Context: an optimization exercise on an open-source flow, tuned for small area and a short achievable clock period. The choices shown serve that exercise and are no tape-out recipe.
Function was not checked in any run shown here: the RTL went through the layout flow alone.
Power figures rest on the tool's default switching activity, not on a simulated workload.

==> flow/design.v <==
module alu (input [7:0] b, a,
            input [2:0] op,
            input cmp,           
            output reg [7:0] y,
            output eq);          
wire       sub = op[0] | cmp;
wire [7:0] bx  = b ^ {8{sub}};
wire [7:0] p0  = a ^ bx;
wire [7:0] g0  = a & bx;
wire [7:0] g1, p1, g2, p2, g3;
assign g1[0] = g0[0] | (p0[0] & sub);
assign p1[0] = 1'b0;
genvar i;
generate
    for (i = 1; i < 8; i = i + 1)
    begin : l1
        assign g1[i] = g0[i] | (p0[i] & (i == 1 ? g1[0] : g0[i-1]));
        assign p1[i] = p0[i] & p0[i-1];
    end
    for (i = 0; i < 8; i = i + 1)
    begin : l2
        if (i < 2)
        begin : lo
            assign g2[i] = g1[i];
            assign p2[i] = 1'b0;
        end
        else
        begin : hi
            assign g2[i] = g1[i] | (p1[i] & g1[i-2]);
            assign p2[i] = p1[i] & p1[i-2];
        end
    end
    for (i = 0; i < 8; i = i + 1)
    begin : l3
        if (i < 4)
        begin : lo
            assign g3[i] = g2[i];
        end
        else
        begin : hi
            assign g3[i] = g2[i] | (p2[i] & g2[i-4]);
        end
    end
endgenerate
assign eq = &p0;       
wire [7:0] sum = p0 ^ {g3[6:0], sub};
wire [7:0] rsn = (|b[7:3]) ? 8'b0 : (a >> b[2:0]);
always @*
begin
    case (op)
        3'd0: y = a | b;
        3'd1: y = a & b;
        3'd2: y = ~a;
        3'd3: y = a ^ b;
        3'd4, 3'd5: y = sum;
        3'd6: y = b;
        default: y = rsn;
    endcase
end
endmodule
module pc (input clk, reset, jump, freeze,
           input [7:0] jmpaddr,
           output reg [7:0] data);
always @(posedge clk)
begin
    if (reset)
        data <= 8'b0;
    else if (jump)
        data <= jmpaddr;
    else if (!freeze)
        data <= data + 8'd1;
end
endmodule
module regfile (input clk, reset, we,
                input [1:0] wsel, rsel1, rsel2,
                input [7:0] wdata,
                output [7:0] read1, read2, v1, v2);
reg [7:0] r0, r1, r2, r3;
wire [7:0] d = reset ? 8'b0 : wdata;
always @(posedge clk)
begin
    if (reset || (we && wsel == 2'd0)) r0 <= d;
    if (reset || (we && wsel == 2'd1)) r1 <= d;
    if (reset || (we && wsel == 2'd2)) r2 <= d;
    if (reset || (we && wsel == 2'd3)) r3 <= d;
end
function [7:0] sel4(input [1:0] s, input [7:0] x0, x1, x2, x3);
    case (s)
        2'd0: sel4 = x0;
        2'd1: sel4 = x1;
        2'd2: sel4 = x2;
        default: sel4 = x3;
    endcase
endfunction
assign read1 = sel4(rsel1, r0, r1, r2, r3);
assign read2 = sel4(rsel2, r0, r1, r2, r3);
assign v1    = reset ? 8'b0 : r0;
assign v2    = reset ? 8'b0 : r1;
endmodule
module control (input clk, reset, interrupt,
                input [7:0] datamem_data, datamem_address, usermem_data_in,
                input [7:0] read1, read2, alu_out,
                input eq,
                output [1:0] rsel1, rsel2, wsel,
                output we,
                output [7:0] wdata,
                output reg [7:0] usermem_address, usermem_data_out, pc_jmpaddr,
                output reg rw,
                output pc_jump, pc_freeze);
localparam S0   = 3'd0;   
localparam S1   = 3'd1;   
localparam S2J  = 3'd2;   
localparam S2S  = 3'd3;   
localparam S3   = 3'd4;   
localparam S4   = 3'd5;   
localparam S56  = 3'd6;   
reg [2:0] stage;
reg [7:0] sp;
reg [7:0] regdata;           
reg [3:0] ins;               
wire [7:0] dd = datamem_data;
wire [3:0] hi = dd[7:4];
wire s0  = (stage == S0);
wire s1  = (stage == S1);
wire s4  = (stage == S4);
wire s56 = (stage == S56);
wire run = !interrupt && !reset;
wire rst = !interrupt && reset;   
wire op_alu  = !dd[7];
wire op_jmp  = (hi == 4'h9);
wire op_call = (hi == 4'ha);
wire op_b    = (hi == 4'hb);
wire op_rts  = op_b && dd[3:0] == 4'h0;
wire op_stsp = op_b && dd[3:0] == 4'h1;
wire op_pop  = op_b && dd[3:0] == 4'h2;
wire op_ldsp = op_b && dd[3:0] == 4'h4;
wire op_push = op_b && dd[3:0] == 4'h8;
wire op_ieq  = (hi == 4'hc);
wire op_ine  = (hi == 4'hd);
wire op_two  = dd[7] && !dd[4] && !dd[5] && !dd[6] || (hi == 4'he) || (hi == 4'hf);
wire ins_ld  = (ins[3:2] == 2'b00);
wire ins_st  = (ins[3:2] == 2'b10);
wire ins_lum = (ins[3:2] == 2'b11);
assign rsel1 = dd[3:2];
assign rsel2 = dd[1:0];
assign wsel  = s1 ? ins[1:0] : dd[1:0];
assign pc_jump   = (stage == S2J) || s4;
assign pc_freeze = s56;
assign we    = !interrupt && ((s0 && (op_alu || op_stsp)) || (s1 && !ins_st));
assign wdata = s1 ? (ins_ld ? dd : regdata) : (dd[7] ? sp : alu_out);
wire       sp_dec = dd[4] && !dd[3];         
wire [7:0] sp_x   = sp ^ {8{sp_dec}};    
wire [7:0] sp_t;
assign sp_t[0] = 1'b1;
genvar k;
generate
    for (k = 1; k < 8; k = k + 1)
    begin : spt
        assign sp_t[k] = sp_t[k-1] & sp_x[k-1];
    end
endgenerate
wire [7:0] sp_pm  = sp ^ sp_t;
always @(posedge clk)
begin
    ins <= {dd[5:4], dd[1:0]};
    if (!interrupt && s0)
        usermem_data_out <= (!dd[6] && !dd[4]) ? datamem_address : read1;
    if (interrupt || reset || (s0 && (op_jmp || op_call)) || s4)
        pc_jmpaddr <= interrupt ? 8'hfd : reset ? 8'h00 : s4 ? usermem_data_in : read2;
    if (rst || (run && ((s0 && (op_alu || op_stsp)) || (s1 && ins_ld) || s56)))
        regdata <= reset ? 8'h00 : s56 ? usermem_data_in : wdata;
    if (rst || (run && s0 && (op_call || op_rts || op_pop || op_push || op_ldsp)))
        sp <= reset ? 8'h00 : op_ldsp ? read1 : sp_pm;
    if (rst || (run && ((s0 && (op_call || op_rts || op_pop || op_push)) || (s1 && !ins_ld))))
        usermem_address <= reset ? 8'h00 : s1 ? dd : op_push ? sp_pm : sp;
    if (!interrupt)
        rw <= !reset && ((s0 && (op_call || op_push)) || (s1 && ins_st));
    if (interrupt || reset)
        stage <= S2J;
    else
        case (stage)
        S0:
            if (op_jmp || op_call)                stage <= S2J;
            else if (op_rts)                      stage <= S4;
            else if (op_pop)                      stage <= S56;
            else if ((op_ieq && eq) || (op_ine && !eq)) stage <= S3;
            else if (op_two)                      stage <= S1;
            else                                  stage <= S0;
        S1:  stage <= ins_lum ? S56 : S0;
        S3:  stage <= (hi <= 4'hd) ? S0 : S2S;
        S4:  stage <= S2J;
        default: stage <= S0;     
        endcase
end
endmodule
module cpu(input clk, reset, interrupt,
           input [7:0] datamem_data, usermem_data_in,
           output [7:0] datamem_address, usermem_address, usermem_data_out,
           output rw,
           output [7:0] v1, v2);
    wire [1:0] rsel1, rsel2, wsel;
    wire [7:0] pc_jumpaddr, wdata, read1, read2, alu_out;
    wire we, pc_jump, pc_freeze, eq;
    pc pc0(clk, reset, pc_jump, pc_freeze, pc_jumpaddr, datamem_address);
    regfile reg0(clk, reset, we, wsel, rsel1, rsel2, wdata, read1, read2, v1, v2);
    alu alu0(read1, read2, datamem_data[6:4], datamem_data[7], alu_out, eq);
    control cntrl0(clk, reset, interrupt, datamem_data, datamem_address, usermem_data_in,
                   read1, read2, alu_out, eq, rsel1, rsel2, wsel, we, wdata,
                   usermem_address, usermem_data_out, pc_jumpaddr, rw, pc_jump, pc_freeze);
endmodule
==> flow/flow/run.sh <==
#!/bin/bash
# The standard layout (the standard.sh) with two changes: the port
# buffers are plain buf cells instead of the default delay-buffer cell, and
# Yosys does not map adders to the library's fixed half/full-adder cells
# (ABC maps that logic with the rest). Registers are untouched. ORFS writes
# each step's full log under orfs/logs; make's output goes to layout.log.
set -euo pipefail
bash standard.sh "ADDER_MAP_FILE=" "BUFFER_PORTS_ARGS=-buffer_cell sky130_fd_sc_hd__buf_2" finish > layout.log 2>&1
==> flow/standard.sh <==
#!/bin/bash
# synth_recipe.tcl (not shown) runs the flow's synth.tcl, then flattens the netlist and writes it again
# the make line also repeats each setting of config.mk as NAME=value (left out here)
make -C /OpenROAD-flow-scripts/flow DESIGN_CONFIG=/design/flow/config.mk WORK_HOME=/design/flow/orfs CLKGATE_MAP_FILE= SYNTH_SCRIPT=/design/flow/synth_recipe.tcl "${@:-finish}"
==> flow/config.mk <==
export PLATFORM = sky130hd
export DESIGN_NAME = cpu
export DESIGN_NICKNAME = cpu
export VERILOG_FILES = /design/flow/design.v
export SDC_FILE = /design/flow/constraint.sdc
export NUM_CORES = 4
export LEC_CHECK = 0
export CAP_MARGIN = 20
export CORE_MARGIN = 2
export CORE_UTILIZATION = 55
export CTS_BUF_LIST = sky130_fd_sc_hd__clkbuf_8
export CTS_CLUSTER_SIZE = 30
export PLACE_DENSITY = 0.8
export SETUP_SLACK_MARGIN = 4.3
export SLEW_MARGIN = 20
==> flow/constraint.sdc <==
create_clock -name core_clock -period 8.5 [get_ports {clk}]
set_input_delay 1.7000 -clock core_clock [delete_from_list [all_inputs] [get_ports {clk}]]
set_output_delay 1.7000 -clock core_clock [all_outputs]
set_load 0.01 [all_outputs]
==> impl_metrics.tcl, run 1 <==
set metrics [dict create \
    synth.area.top_cells "edfxtp_1 (34%), mux4_2 (5.3%), mux2i_1 (5.0%)" \
    ys_async_sr_fraction_pct 0 \
    yosysMostFrequentCell "nor2_1" \
    finalCritPeriodShare_pct 48.92 \
    p_leak_nw 2.748 \
    yosys.area.top_type_share_pct 34.39 \
    worstRegToRegCells 9 \
    synth_nets 697 \
    tritoncts "done" \
    cp-start-kind "input port" \
    postSynthCellCount 678 \
    grt_pass1_vias 5474 \
    outcome "finished clean" \
    die_height_um 111.7 \
    required_ns 8.79 \
    ant_nets 0 \
    met3_length_mm 2.413 \
    wirelength_mm 20.40 \
    grt_overflow 0 \
    h-tree-depth 3 \
    wire_per_inst_um 23.21 \
    start_util_pct 56.07 \
    cp_max_fo 13 \
    grt_antenna_before_repair 0 \
    fp.coreArea_um2 11370 \
    cts.clk_slew.worst_paths_ns 0.10 \
    powerDensity_nw_per_um2 177.1 \
    drt-met1-wl_mm 7.766 \
    utilization_pct 63.98 \
    tightest_slew_ns 0.9638 \
    synth_edf_count 73 \
    insertion_delay_ns 0.39 \
    grt_max_degree 78 \
    row_count 39 \
    synth_cell_types 68 \
    cp.arrival_ns 4.45 \
    endpoint_kind "flop" \
    synth_seq_cells 88 \
    ios 60 \
    synthTopCellsByCount "nor2_1 (77), edfxtp_1 (73), nand2_1 (55), a21oi_1 (47), clkbuf_1 (42)" \
    drc 0 \
    area_growth_pct 14.11 \
    cts_root_buffer "clkbuf_8" \
    drv_cap 0 \
    hold_violations 0 \
    seqCellArea_um2 2492 \
    yosysSeqAreaShare_pct 39.10 \
    wl_met2_mm 9.342 \
    peakVddDrop_mv 0.1355 \
    critical_path_class "in -> reg" \
    finClkSkew_ns 0.01504 \
    gp_congestion 1.001 \
    fp.dieW_um 111.7 \
    finalMaxSlewViolations 0 \
    netlist_area_um2 6375 \
    drt-initial-drc-count 764 \
    grt_use_total_pct 32.29 \
    nFillCells 938 \
    cts.sinks 88 \
    drt-pass1-iter-count 6 \
    rrSetupSlack_ns 5.39 \
    yosysWarnings 4 \
    dieArea_um2 12470 \
    nNetsFinal 750 \
    routed.top_layer "met4" \
    avgViaCountPerCell 6.836 \
    holdWs_ns 0.5307 \
    worstHoldPathCells 2 \
    synthFlopType "edfxtp_1" \
    setup_viol 0 \
    multi_input_area_um2 3699 \
    clock_path_buffers 2 \
    yosys.area.top_type "edfxtp_1" \
    min_period_ns 4.158 \
    port_buffers 59 \
    cts-buffers-inserted 9 \
    rsz0062_at_grt "yes" \
    vias 6009 \
    antenna_cells 0 \
    grt_pass1_wl_mm 31.19 \
    hold_class "reg -> reg" \
    relSlewSlack_pct 35.75 \
    drive_above_1_share_pct 24.18 \
    syn_area_per_cell_um2 9.402 \
    max_freq_ghz 0.2405 \
    tns_ns 0 \
    place_hpwl_mm 13.23 \
]
==> timing repair <==
| action | CTS | global route |
|---|---|---|
| buffers inserted | 17 | 22 |
| resized for setup | 13 | 25 |
| hold buffers | 0 | 0 |
| endpoints found under the setup margin | 81 | 71 |
| cloned | 2 | 0 |
| pin swaps | 2 | 12 |
==> kinds of logic after synthesis <==
kind of cell	synth area share, %
and+or+nand+nor	19.27
AOI/OAI and AO/OA	16.88
DFF	39.10
buffers and inverters	4.926
muxes	13.27
xor gates and xnor gates	6.555
==> where the power goes <==
group	switching [mW]	internal [mW]	leakage, nW
registers	0.0255	0.507	0.848
clock network	0.171	0.140	0.0998
logic	0.259	0.186	1.80
==> state kept, by name, indices dropped and copies added, names as in the netlist <==
name,cells
reg0.r2,8
reg0.r0,8
cntrl0.ins,4
cntrl0.rw,1
cntrl0.usermem_data_out,8
cntrl0.pc_jmpaddr,8
pc0.data,8
cntrl0.sp,8
cntrl0.regdata,8
cntrl0.stage,3
cntrl0.usermem_address,8
reg0.r1,8
reg0.r3,8
==> cells in the final DEF (no fill, tap or decap), types with 3 or more instances in the layout <==
| cell type | n |
|---|---|
| inv_1 | 10 |
| nand3b_1 | 4 |
| nor2b_1 | 26 |
| o22ai_1 | 4 |
| a211oi_1 | 21 |
| a311oi_1 | 8 |
| mux4_2 | 18 |
| nor2_1 | 74 |
| a21oi_2 | 4 |
| o21ai_0 | 34 |
| mux2_2 | 12 |
| buf_2 | 55 |
| o21ai_1 | 8 |
| o21bai_1 | 3 |
| nor3b_1 | 9 |
| a31oi_1 | 4 |
| nor4_1 | 3 |
| xnor2_1 | 32 |
| a21oi_1 | 43 |
| mux2i_1 | 31 |
| o221ai_1 | 5 |
| or2_2 | 4 |
| or3_1 | 7 |
| nand2b_1 | 7 |
| nand3_1 | 8 |
| xor2_1 | 11 |
| dfxtp_1 | 15 |
| and3_1 | 7 |
| clkbuf_8 | 9 |
| buf_4 | 41 |
| xnor2_2 | 3 |
| nand2_1 | 55 |
| edfxtp_1 | 73 |
| nor3_1 | 20 |
==> per-stage QoR <==
step	power [mW]	setup WS, ns	instances	cell area (um2)
4_1_cts	1.244	4.256	857	7014
5_1_grt	1.330	4.291	879	7274
2_1_floorplan	0.8122	4.403	678	6375
6_report	1.288	4.342	879	7274
3_5_place_dp	0.9108	3.404	822	6599
3_3_place_gp	0.9014	3.475	822	6599
==> worst paths after layout <==
check | start | to
max | datamem_data[2] | cntrl0.stage[2]
max reg2reg | reg0.r0[0] | reg0.r0[1]
min reg2reg | pc0.data[7] | pc0.data[7]
min | pc0.data[7] | pc0.data[7]
==> worst max-delay path: stages <==
cell	delay, ns
buf_16	0.12
buf_4	0.12
mux4_2	0.63
buf_6	0.18
xor2_1	0.18
or4_4	0.51
nor3_4	0.22
xnor2_2	0.11
nor3_2	0.23
o21ai_1	0.13
a2111oi_2	0.29
==> layer usage <==
metal,GRT usage (%),up-vias
met3,8.274,82
met1,42.47,2850
met2,50.46,455
met4,14.81,0
li1,-,2622
met5,0,-
==> area by class of cell <==
class	instances	share of cell area, %
well taps	143	2.460
clock buffers	9	1.703
repair buffers	101	9.082
inverters	11	0.5676
clock inverters	7	1.084
multi-input cells	520	50.84
flip-flops and latches	88	34.26
==> run 2, diff against run 1 <==
--- a/flow/design.v
+++ b/flow/design.v
@@ -1,13 +1,7 @@
-module alu (input [7:0] b, a,
-            input [2:0] op,
-            input cmp,           
-            output reg [7:0] y,
-            output eq);          
-wire       sub = op[0] | cmp;
-wire [7:0] bx  = b ^ {8{sub}};
-wire [7:0] p0  = a ^ bx;
-wire [7:0] g0  = a & bx;
+module ksadd (input [7:0] a, b, input cin, output [7:0] s);
+wire [7:0] p0 = a ^ b;
+wire [7:0] g0 = a & b;
 wire [7:0] g1, p1, g2, p2, g3;
-assign g1[0] = g0[0] | (p0[0] & sub);
+assign g1[0] = g0[0] | (p0[0] & cin);
 assign p1[0] = 1'b0;
 genvar i;
@@ -43,7 +37,14 @@
     end
 endgenerate
-assign eq = &p0;       
-wire [7:0] sum = p0 ^ {g3[6:0], sub};
-wire [7:0] rsn = (|b[7:3]) ? 8'b0 : (a >> b[2:0]);
+assign s = p0 ^ {g3[6:0], cin};
+endmodule
+module alu (input [7:0] b, a,
+            input [2:0] op,
+            input b_big,         
+            output reg [7:0] y);
+wire [7:0] add, sub;
+ksadd add0(a, b, 1'b0, add);
+ksadd sub0(a, ~b, 1'b1, sub);
+wire [7:0] rsn = b_big ? 8'b0 : (a >> b[2:0]);
 always @*
 begin
@@ -53,5 +54,6 @@
         3'd2: y = ~a;
         3'd3: y = a ^ b;
-        3'd4, 3'd5: y = sum;
+        3'd4: y = add;
+        3'd5: y = sub;
         3'd6: y = b;
         default: y = rsn;
@@ -75,5 +77,6 @@
                 input [1:0] wsel, rsel1, rsel2,
                 input [7:0] wdata,
-                output [7:0] read1, read2, v1, v2);
+                output [7:0] read1, read2, v1, v2,
+                output read1_big);    
 reg [7:0] r0, r1, r2, r3;
 wire [7:0] d = reset ? 8'b0 : wdata;
@@ -94,4 +97,6 @@
 endfunction
 assign read1 = sel4(rsel1, r0, r1, r2, r3);
+wire [3:0] big = {|r3[7:3], |r2[7:3], |r1[7:3], |r0[7:3]};
+assign read1_big = big[rsel1];
 assign read2 = sel4(rsel2, r0, r1, r2, r3);
 assign v1    = reset ? 8'b0 : r0;
@@ -101,5 +106,4 @@
                 input [7:0] datamem_data, datamem_address, usermem_data_in,
                 input [7:0] read1, read2, alu_out,
-                input eq,
                 output [1:0] rsel1, rsel2, wsel,
                 output we,
@@ -127,4 +131,5 @@
 wire run = !interrupt && !reset;
 wire rst = !interrupt && reset;   
+wire eq  = (read1 == read2);
 wire op_alu  = !dd[7];
 wire op_jmp  = (hi == 4'h9);
@@ -201,10 +206,10 @@
     wire [1:0] rsel1, rsel2, wsel;
     wire [7:0] pc_jumpaddr, wdata, read1, read2, alu_out;
-    wire we, pc_jump, pc_freeze, eq;
+    wire we, pc_jump, pc_freeze, read1_big;
     pc pc0(clk, reset, pc_jump, pc_freeze, pc_jumpaddr, datamem_address);
-    regfile reg0(clk, reset, we, wsel, rsel1, rsel2, wdata, read1, read2, v1, v2);
-    alu alu0(read1, read2, datamem_data[6:4], datamem_data[7], alu_out, eq);
+    regfile reg0(clk, reset, we, wsel, rsel1, rsel2, wdata, read1, read2, v1, v2, read1_big);
+    alu alu0(read1, read2, datamem_data[6:4], read1_big, alu_out);
     control cntrl0(clk, reset, interrupt, datamem_data, datamem_address, usermem_data_in,
-                   read1, read2, alu_out, eq, rsel1, rsel2, wsel, we, wdata,
+                   read1, read2, alu_out, rsel1, rsel2, wsel, we, wdata,
                    usermem_address, usermem_data_out, pc_jumpaddr, rw, pc_jump, pc_freeze);
 endmodule
==> run 2 against run 1 <==
Effect of this change: still clean; combinational power down 12%; final area down 1.6%; worst hold slack better by 0.020 ns; sequential share of layout area up 0.55 points; global-route usage up 0.45 points; via count down 2.4%; routed wire length down 0.37%; critical endpoint is now cntrl0.regdata[0]; sequential cell count unchanged.
==> impl_metrics.tcl, run 2 <==
set metrics [dict create \
    tightest_slew_ns 0.9169 \
    hold_violations 0 \
    finalMaxSlewViolations 0 \
    synth.area.top_cells "edfxtp_1 (34%), mux4_2 (6.0%), mux2i_1 (5.3%)" \
    h-tree-depth 3 \
    drc 0 \
    synth_seq_cells 88 \
    grt_use_met3_pct 8.002 \
    cts.clk_slew.worst_paths_ns 0.09 \
    use_met1_pct 43.20 \
    netlist_area_um2 6375 \
    die_height_um 111.7 \
    comb_power_share_pct 31.8 \
    synth_edf_count 73 \
    area_growth_pct 12.31 \
    nNetsFinal 725 \
    endpoint_kind "flop" \
    ios 60 \
    gp_congestion 0.9647 \
    antenna_cells 0 \
    start_util_pct 56.07 \
    required_ns 8.61 \
    p_int_uw 798.0 \
    drt-initial-drc-count 694 \
    nFillCells 977 \
    row_count 39 \
    busiest_layer "met2" \
    grt_max_degree 76 \
    place_hpwl_mm 13.87 \
    synth_cell_types 74 \
    cts.sinks 88 \
    yosysSeqAreaShare_pct 39.10 \
    outcome "finished clean" \
    cp.arrival_ns 4.24 \
    power_mw 1.224 \
    grt_antenna_before_repair 1 \
    holdWs_ns 0.5506 \
    placed_area_um2 6623 \
    rsz0062_at_grt "no" \
    stdcell_area_um2 7159 \
    yosysMostFrequentCell "edfxtp_1" \
    utilization_pct 62.97 \
    port_buffers 59 \
    crit_family "multiplexers" \
    synthFlopType "edfxtp_1" \
    cts_root_buffer "clkbuf_8" \
    grt_overflow 0 \
    cp_num_buf_inv 2 \
    wirelength_mm 20.33 \
    pwr-share-seq_pct 43.6 \
    cp_slowest_cell "mux4_2" \
    finalCritPeriodShare_pct 48.64 \
    hold_class "reg -> reg" \
    synth_nets 687 \
    max_stage_delay_ns 0.57 \
    switching_share_pct 34.83 \
    final_common_cell "edfxtp_1" \
    min_period_ns 4.134 \
    grtUsageMet2_pct 52.08 \
    powerDensity_nw_per_um2 171.0 \
    power_frac_clock_pct 24.6 \
    wire_per_inst_um 23.80 \
    syn_area_per_cell_um2 9.543 \
    yosys.area.top_type_share_pct 34.39 \
    grt_pass1_wl_mm 31.31 \
    multi_input_area_um2 3747 \
    final_cell_mix "edfxtp_1 (73), nor2_1 (67), buf_2 (55), nand2_1 (51), a21oi_1 (43)" \
    peakVddDrop_mv 0.1466 \
    setup_viol 0 \
    grt_pass1_vias 5570 \
    yosysWarnings 4 \
    postSynthCellCount 668 \
    yosys.area.top_type "edfxtp_1" \
    grt_use_total_pct 32.74 \
    max_freq_ghz 0.2419 \
    relSlewSlack_pct 38.87 \
    finClkSkew_ns 0.01963 \
    cp_cell_sequence "buf_12 -> mux4_2 -> buf_4 -> mux2i_2 -> mux2i_1 -> mux2_2 -> a21oi_1 -> o21ai_0 -> a31oi_2 -> a211oi_1" \
    cp_max_fo 19 \
    drive_above_1_share_pct 22.08 \
    critical_path_class "in -> reg" \
    avgViaCountPerCell 6.870 \
    postCtsHoldBufs 0 \
    dieArea_um2 12470 \
    vias 5867 \
    synthTopCellsByCount "edfxtp_1 (73), nor2_1 (67), nand2_1 (51), a21oi_1 (45)" \
    insertion_delay_ns 0.39 \
    tns_ns 0 \
    fp.dieW_um 111.7 \
    drt-pass1-iter-count 5 \
    seqCellArea_um2 2492 \
    ant_nets 0 \
    clock_path_buffers 2 \
    p_leak_nw 2.679 \
    tritoncts "done" \
    p_switching_uw 426.5 \
    ys_async_sr_fraction_pct 0 \
    cp-start-kind "input port" \
    drv_cap 0 \
    fp.coreArea_um2 11370 \
    cts-buffers-inserted 9 \
]
[run 2: layout make-up]
cell class                 count  share of cell area [%]
sequential                    88                   34.81
inverter                      11                  0.5767
clock buffer                   9                   1.730
timing repair buffer          81                   7.026
clock inverter                 7                   1.014
tap                          143                   2.499
multi-input combinational    515                   52.34
[run 2: layer usage]
metal  vias to the layer above  part of all wire (%)  wire, um
li1                       2581                     -         -
met4                         0                   3.2       657
met5                         -                     0         0
met1                      2813                    39      7950
met2                       407                    47      9509
met3                        66                    11      2207
[run 2: per-stage QoR]
step	cells	setup slack [ns]
finish	854	4.366
global route	854	4.313
CTS	853	4.313
detailed placement	818	3.332
global placement	818	3.426
floorplan	668	4.304
[run 2: cell families (layout without fill, tap and decap cells)]
logic type / count (synthesis) / in the layout / share of synthesized area, %
adders and majority gates: 5 / 5 / 0.8439
buffers and inverters: 67 / 108 / 4.828
and+or+nand+nor: 244 / 244 / 19.63
AOI/OAI and AO/OA: 168 / 168 / 17.43
DFF: 88 / 88 / 39.10
xor gates and xnor gates: 33 / 33 / 4.652
muxes: 63 / 65 / 13.52
[run 2: path summary, 6_finish.rpt]
check | start | depth (start not counted) | slack, ns | endpoint
worst max register to register | reg0.r3[0] | 9 | 5.36 | cntrl0.regdata[0]
worst min register to register | pc0.data[4] | 2 | 0.55 | pc0.data[4]
worst min-delay path | pc0.data[4] | 2 | 0.55 | pc0.data[4]
worst max-delay path | datamem_data[2] | 10 | 4.37 | cntrl0.regdata[0]
[run 2: what timing repair did]
item | in CTS | in global routing
buffers inserted | 17 | 1
gates resized for setup | 13 | 16
cloned | 2 | 0
pin swaps | 1 | 2
endpoints found under the hold margin | 0 | 0
setup endpoints to repair | 73 | 70
[run 2: power groups by stage]
stage	registers [mW]	logic (mW)	clock network, mW
after floorplan	0.531	0.260	0
after detailed placement	0.540	0.342	0
after CTS	0.532	0.367	0.303
after global placement	0.539	0.338	0
after global routing	0.536	0.411	0.318
final	0.534	0.390	0.301
[run 2: worst min-delay path, delay by kind of cell (launching register included)]
family | cells | cell delay (ns)
compound gates | 2 | 0.15
flops | 1 | 0.36

separate check: timing with driven ports:
How much do the figures lean on ideal ports? The routed layouts below were timed once more, with nothing changed but the port constraints.
Step 1: set_driving_cell puts a clkbuf_16 on clk and a buf_2 on each other input, an assumption about the parent block.
Step 2 also shifts input and output timing later by t, the mid clock arrival at the registers, as if the neighbouring blocks saw the same clock.
Three values: ideal ports, drivers, drivers and shift; two values: the first two.
| run | t, ns | setup slack, ns | latest minus earliest clock arrival (ns) | worst slew at a driven data input, ns | pins driven straight from the clock port |
|---|---|---|---|---|---|
| run 1 | 0.416 | 4.342 / 4.296 / 3.880 | 0.015 / 0.015 | 0.08 | 1 |
| run 2 | 0.418 | 4.366 / 4.333 / 3.915 | 0.019 / 0.020 | 0.07 | 1 |
After both steps setup and hold are still met in every run listed. The setup slack of run 1, which loses most, moves by -0.046 ns with the drivers and by -0.462 ns with both steps.
